Background: an optimization exercise with open tools, aiming at small area. Do not read the settings as production practice. Function was checked by simulation only, so behaviour that the tests miss may differ from the original. No driver is modelled on the clock port, so clocking that relies on it looks cheaper here than on a real chip. No activity file was given, so power comes from the tool's default toggle rates.

==> build 26 <==
==> flow/design.v (excerpt) <==
module wave_synth(
    input clk,
    input rst,
    input on,
    input valid_1,
    input on_off_1,
    input [7:0] note_1,
    input valid_2,
    input on_off_2,
    input [7:0] note_2,
    output [11:0] num_track_1,
    output [11:0] num_track_2,
    output pwm
);
Settings: LEC_CHECK=0, CAP_MARGIN=20, CORE_MARGIN=2, CORE_UTILIZATION=65, GPL_TIMING_DRIVEN=0, SLEW_MARGIN=20; clock period 200.0 ns.
standard.sh (not shown) runs the stock make flow with config.mk's settings and CLKGATE_MAP_FILE= SYNTH_SCRIPT=/design/flow/synth_recipe.tcl, a recipe that flattens the netlist after the stock synthesis.
==> flow/flow/run.sh <==
#!/bin/bash
# Own flow: the standard layout (standard.sh) with an area-oriented ABC
# script for the technology mapping step, no full-adder cell extraction, a
# smaller clock tree and the smallest port buffers. Each tool's output is
# logged in this folder (make_*.log) and under orfs/logs/.
set -euo pipefail
work=$(pwd)
export MY_ABC_DIR="$work/flow"
export FLOW_SYNTH_TCL="$work/synth_recipe.tcl"
# clock tree: no dummy loads, small buffers, larger sink clusters
export CTS_ARGS="$(cat "$work/flow/cts_args.txt")"
# no full-adder cell extraction: ABC maps the adders as plain logic
export ADDER_MAP_FILE=
# port buffers: the smallest buffer
export BUFFER_PORTS_ARGS="-buffer_cell sky130_fd_sc_hd__buf_1"
grep -q "SYNTH_SCRIPT=$work/synth_recipe.tcl " standard.sh
sed "s#SYNTH_SCRIPT=$work/synth_recipe.tcl #SYNTH_SCRIPT=$work/flow/my_synth.tcl #" standard.sh > my_standard.sh
bash my_standard.sh synth > make_synth.log 2>&1
bash my_standard.sh > make_layout.log 2>&1
test -f out/final.def
==> flow/flow/abc_s1.script <==
strash
&get -n
&deepsyn -T 60 -S 1
&dch -f
&nf -R 1000 -p -F 8 -a -A 4
&st
&deepsyn -T 30 -S 1
&dch -f
&nf -R 1000 -p -F 8 -a -A 4
&st
&dch -f
&nf -R 1000 -p -F 8 -a -A 4
&st
&dch -f
&nf -R 1000 -p -F 8 -a -A 4
&put
topo
==> flow/flow/abc_s2.script <==
strash
&get -n
&deepsyn -T 60 -S 2
&dch -f
&nf -R 1000 -p -F 8 -a -A 4
&st
&deepsyn -T 30 -S 2
&dch -f
&nf -R 1000 -p -F 8 -a -A 4
&st
&dch -f
&nf -R 1000 -p -F 8 -a -A 4
&st
&dch -f
&nf -R 1000 -p -F 8 -a -A 4
&put
topo
==> flow/flow/abc_s3.script <==
strash
&get -n
&deepsyn -T 60 -S 3
&dch -f
&nf -R 1000 -p -F 8 -a -A 4
&st
&deepsyn -T 30 -S 3
&dch -f
&nf -R 1000 -p -F 8 -a -A 4
&st
&dch -f
&nf -R 1000 -p -F 8 -a -A 4
&st
&dch -f
&nf -R 1000 -p -F 8 -a -A 4
&put
topo
==> flow/flow/abc_s4.script <==
strash
&get -n
&deepsyn -T 60 -S 4
&dch -f
&nf -R 1000 -p -F 8 -a -A 4
&st
&deepsyn -T 30 -S 4
&dch -f
&nf -R 1000 -p -F 8 -a -A 4
&st
&dch -f
&nf -R 1000 -p -F 8 -a -A 4
&st
&dch -f
&nf -R 1000 -p -F 8 -a -A 4
&put
topo
==> flow/flow/abc_s5.script <==
strash
&get -n
&deepsyn -T 60 -S 5
&dch -f
&nf -R 1000 -p -F 8 -a -A 4
&st
&deepsyn -T 30 -S 5
&dch -f
&nf -R 1000 -p -F 8 -a -A 4
&st
&dch -f
&nf -R 1000 -p -F 8 -a -A 4
&st
&dch -f
&nf -R 1000 -p -F 8 -a -A 4
&put
topo
==> flow/flow/cts_args.txt <==
-sink_clustering_enable -repair_clock_nets -dont_use_dummy_load -buf_list sky130_fd_sc_hd__clkbuf_8 -sink_clustering_size 14 -sink_clustering_max_diameter 60
Other scripts of this flow, unchanged in this note and not shown: flow/flow/my_synth.tcl
==> trial 21 (differences from build 26) <==
==> flow/flow/abc_s1.script (replaced) <==
strash
&get -n
&deepsyn -T 60 -S 1
&dch -f
&nf -R 1000
&put
topo
==> flow/flow/abc_s2.script (replaced) <==
strash
&get -n
&deepsyn -T 60 -S 2
&dch -f
&nf -R 1000
&put
topo
==> flow/flow/abc_s3.script (replaced) <==
strash
&get -n
&deepsyn -T 60 -S 3
&dch -f
&nf -R 1000
&put
topo
==> flow/flow/abc_s4.script (replaced) <==
strash
&get -n
&deepsyn -T 60 -S 4
&dch -f
&nf -R 1000
&put
topo
==> flow/flow/abc_s5.script (replaced) <==
strash
&get -n
&deepsyn -T 60 -S 5
&dch -f
&nf -R 1000
&put
topo
==> trial 37 (differences from build 26) <==
--- a/flow/flow/run.sh
+++ b/flow/flow/run.sh
@@ -17,4 +17,13 @@
 sed "s#SYNTH_SCRIPT=$work/synth_recipe.tcl #SYNTH_SCRIPT=$work/flow/my_synth.tcl #" standard.sh > my_standard.sh
 bash my_standard.sh synth > make_synth.log 2>&1
+bash my_standard.sh cts > make_cts.log 2>&1
+export CTS_RESULTS="$work/orfs/results/sky130hd/wave_synth/base"
+openroad -no_init -exit flow/clk_slew.tcl > clk_slew.log 2>&1
+slew=$(awk '/^CLK_SLEW/ {print $2}' clk_slew.log)
+if [[ -z "$slew" ]] || awk -v s="$slew" 'BEGIN { exit !(s > 0.105) }'; then
+  bash my_standard.sh clean_cts > make_clean_cts.log 2>&1
+  export CTS_ARGS="$(cat "$work/flow/cts_args_safe.txt")"
+  bash my_standard.sh cts > make_cts_safe.log 2>&1
+fi
 bash my_standard.sh > make_layout.log 2>&1
 test -f out/final.def
==> flow/flow/clk_slew.tcl (new file) <==
# Prints the worst estimated (placement parasitics) slew at any flip-flop
# clock pin of the clock tree in 4_cts.odb, in ns.
set platform $::env(FLOW_HOME)/platforms/sky130hd
read_lef $platform/lef/sky130_fd_sc_hd.tlef
read_lef $platform/lef/sky130_fd_sc_hd_merged.lef
read_liberty $platform/lib/sky130_fd_sc_hd__tt_025C_1v80.lib
read_db $::env(CTS_RESULTS)/4_cts.odb
read_sdc $::env(CTS_RESULTS)/4_cts.sdc
source $platform/setRC.tcl
set_wire_rc -clock -layer met5
set_wire_rc -signal -layer met2
set_propagated_clock [all_clocks]
estimate_parasitics -placement
set worst 0
foreach pin [get_pins -hierarchical */CLK] {
  set s [get_property $pin slew_max]
  if { $s > $worst } { set worst $s }
}
puts "CLK_SLEW $worst"
==> flow/flow/cts_args.txt (replaced) <==
-sink_clustering_enable -repair_clock_nets -dont_use_dummy_load -buf_list sky130_fd_sc_hd__clkbuf_8 -sink_clustering_size 18 -sink_clustering_max_diameter 60
==> flow/flow/cts_args_safe.txt (new file) <==
-sink_clustering_enable -repair_clock_nets -dont_use_dummy_load -buf_list sky130_fd_sc_hd__clkbuf_8 -sink_clustering_size 14 -sink_clustering_max_diameter 60
==> flow_summary.toml <==
[power_and_ir_drop]
power_leakage_nw = 8.50
p_clk_mw = 0.0451
pwr-share-clk = 0.230
internal_power_mw = 0.139

[final_layout]
signal_buffer_area_fraction = 0.0140
layout.cells.non_filler = 3167

[run_status]
outcome = "timing/DRC/antenna clean"

[die]
floorplan.rows = 70
tapcell.inserted = 468

[worst_setup_path]
critical-path-slowest-cell = "sky130_fd_sc_hd__and2_0"
worstSetupPathDepth = 5

[detailed_routing]
wirelength_met1_um = 28300
post_drt_wl_per_cell_um = 22.9

[grt]
maximum_number_of_pins_on_one_net_before_global_route_repair = 39

[synthesis]
ys_seq_area_frac = 0.486

[sta]
setup_skew_ns = 0.0582
(the above is from trial 21)
==> flow_summary.toml <==
[run_status]
outcome = "timing/DRC/antenna clean"

[power_and_ir_drop]
internal_power_mw = 0.142
pwr-share-clk = 0.223
p_clk_mw = 0.0448

[worst_setup_path]
critical-path-slowest-cell = "sky130_fd_sc_hd__nor3b_1"
worstSetupPathDepth = 4

[final_layout]
layout.cells.non_filler = 3083
signal_buffer_area_fraction = 0.0119

[die]
tapcell.inserted = 461

[detailed_routing]
post_drt_wl_per_cell_um = 22.5
wirelength_met1_um = 27000

[synthesis]
ys_seq_area_frac = 0.493
(the above is from build 26)
==> flow_summary.toml <==
[run_status]
outcome = "timing/DRC/antenna clean"

[worst_setup_path]
critical-path-slowest-cell = "sky130_fd_sc_hd__nor3_1"

[detailed_routing]
post_drt_wl_per_cell_um = 22.4
wirelength_met1_um = 26900

[power_and_ir_drop]
internal_power_mw = 0.138
power_leakage_nw = 8.34

[sta]
setup_skew_ns = 0.0708

[synthesis]
ys_seq_area_frac = 0.493

[die]
tapcell.inserted = 461
(the above is from trial 37)

-- what the ideal ports hide --
Ports are ideal in the flow. The routed layouts listed here were re-timed in OpenROAD.
Step 1 sets driving cells, clkbuf_16 on the clock port and buf_2 on the other inputs (assumed; they add their load-dependent delay and slew).
Step 2 also shifts input and output timing later by t, the mid clock arrival at the registers, as if the neighbouring blocks saw the same clock.
Slacks: ideal / step 1 / step 2; pairs: ideal / step 1.
run | t (ns) | setup WS [ns] | worst setup path at the end
build 26 | 0.624 | 118.522 / 118.493 / 118.493 | input to output
trial 21 | 0.629 | 118.569 / 118.535 / 118.535 | input to output
trial 37 | 0.673 | 118.494 / 118.465 / 118.465 | input to output
After both steps every run listed still meets setup and hold. For trial 21, which loses most, drivers alone change the setup slack by -0.034 ns; drivers and shift together by -0.034 ns.
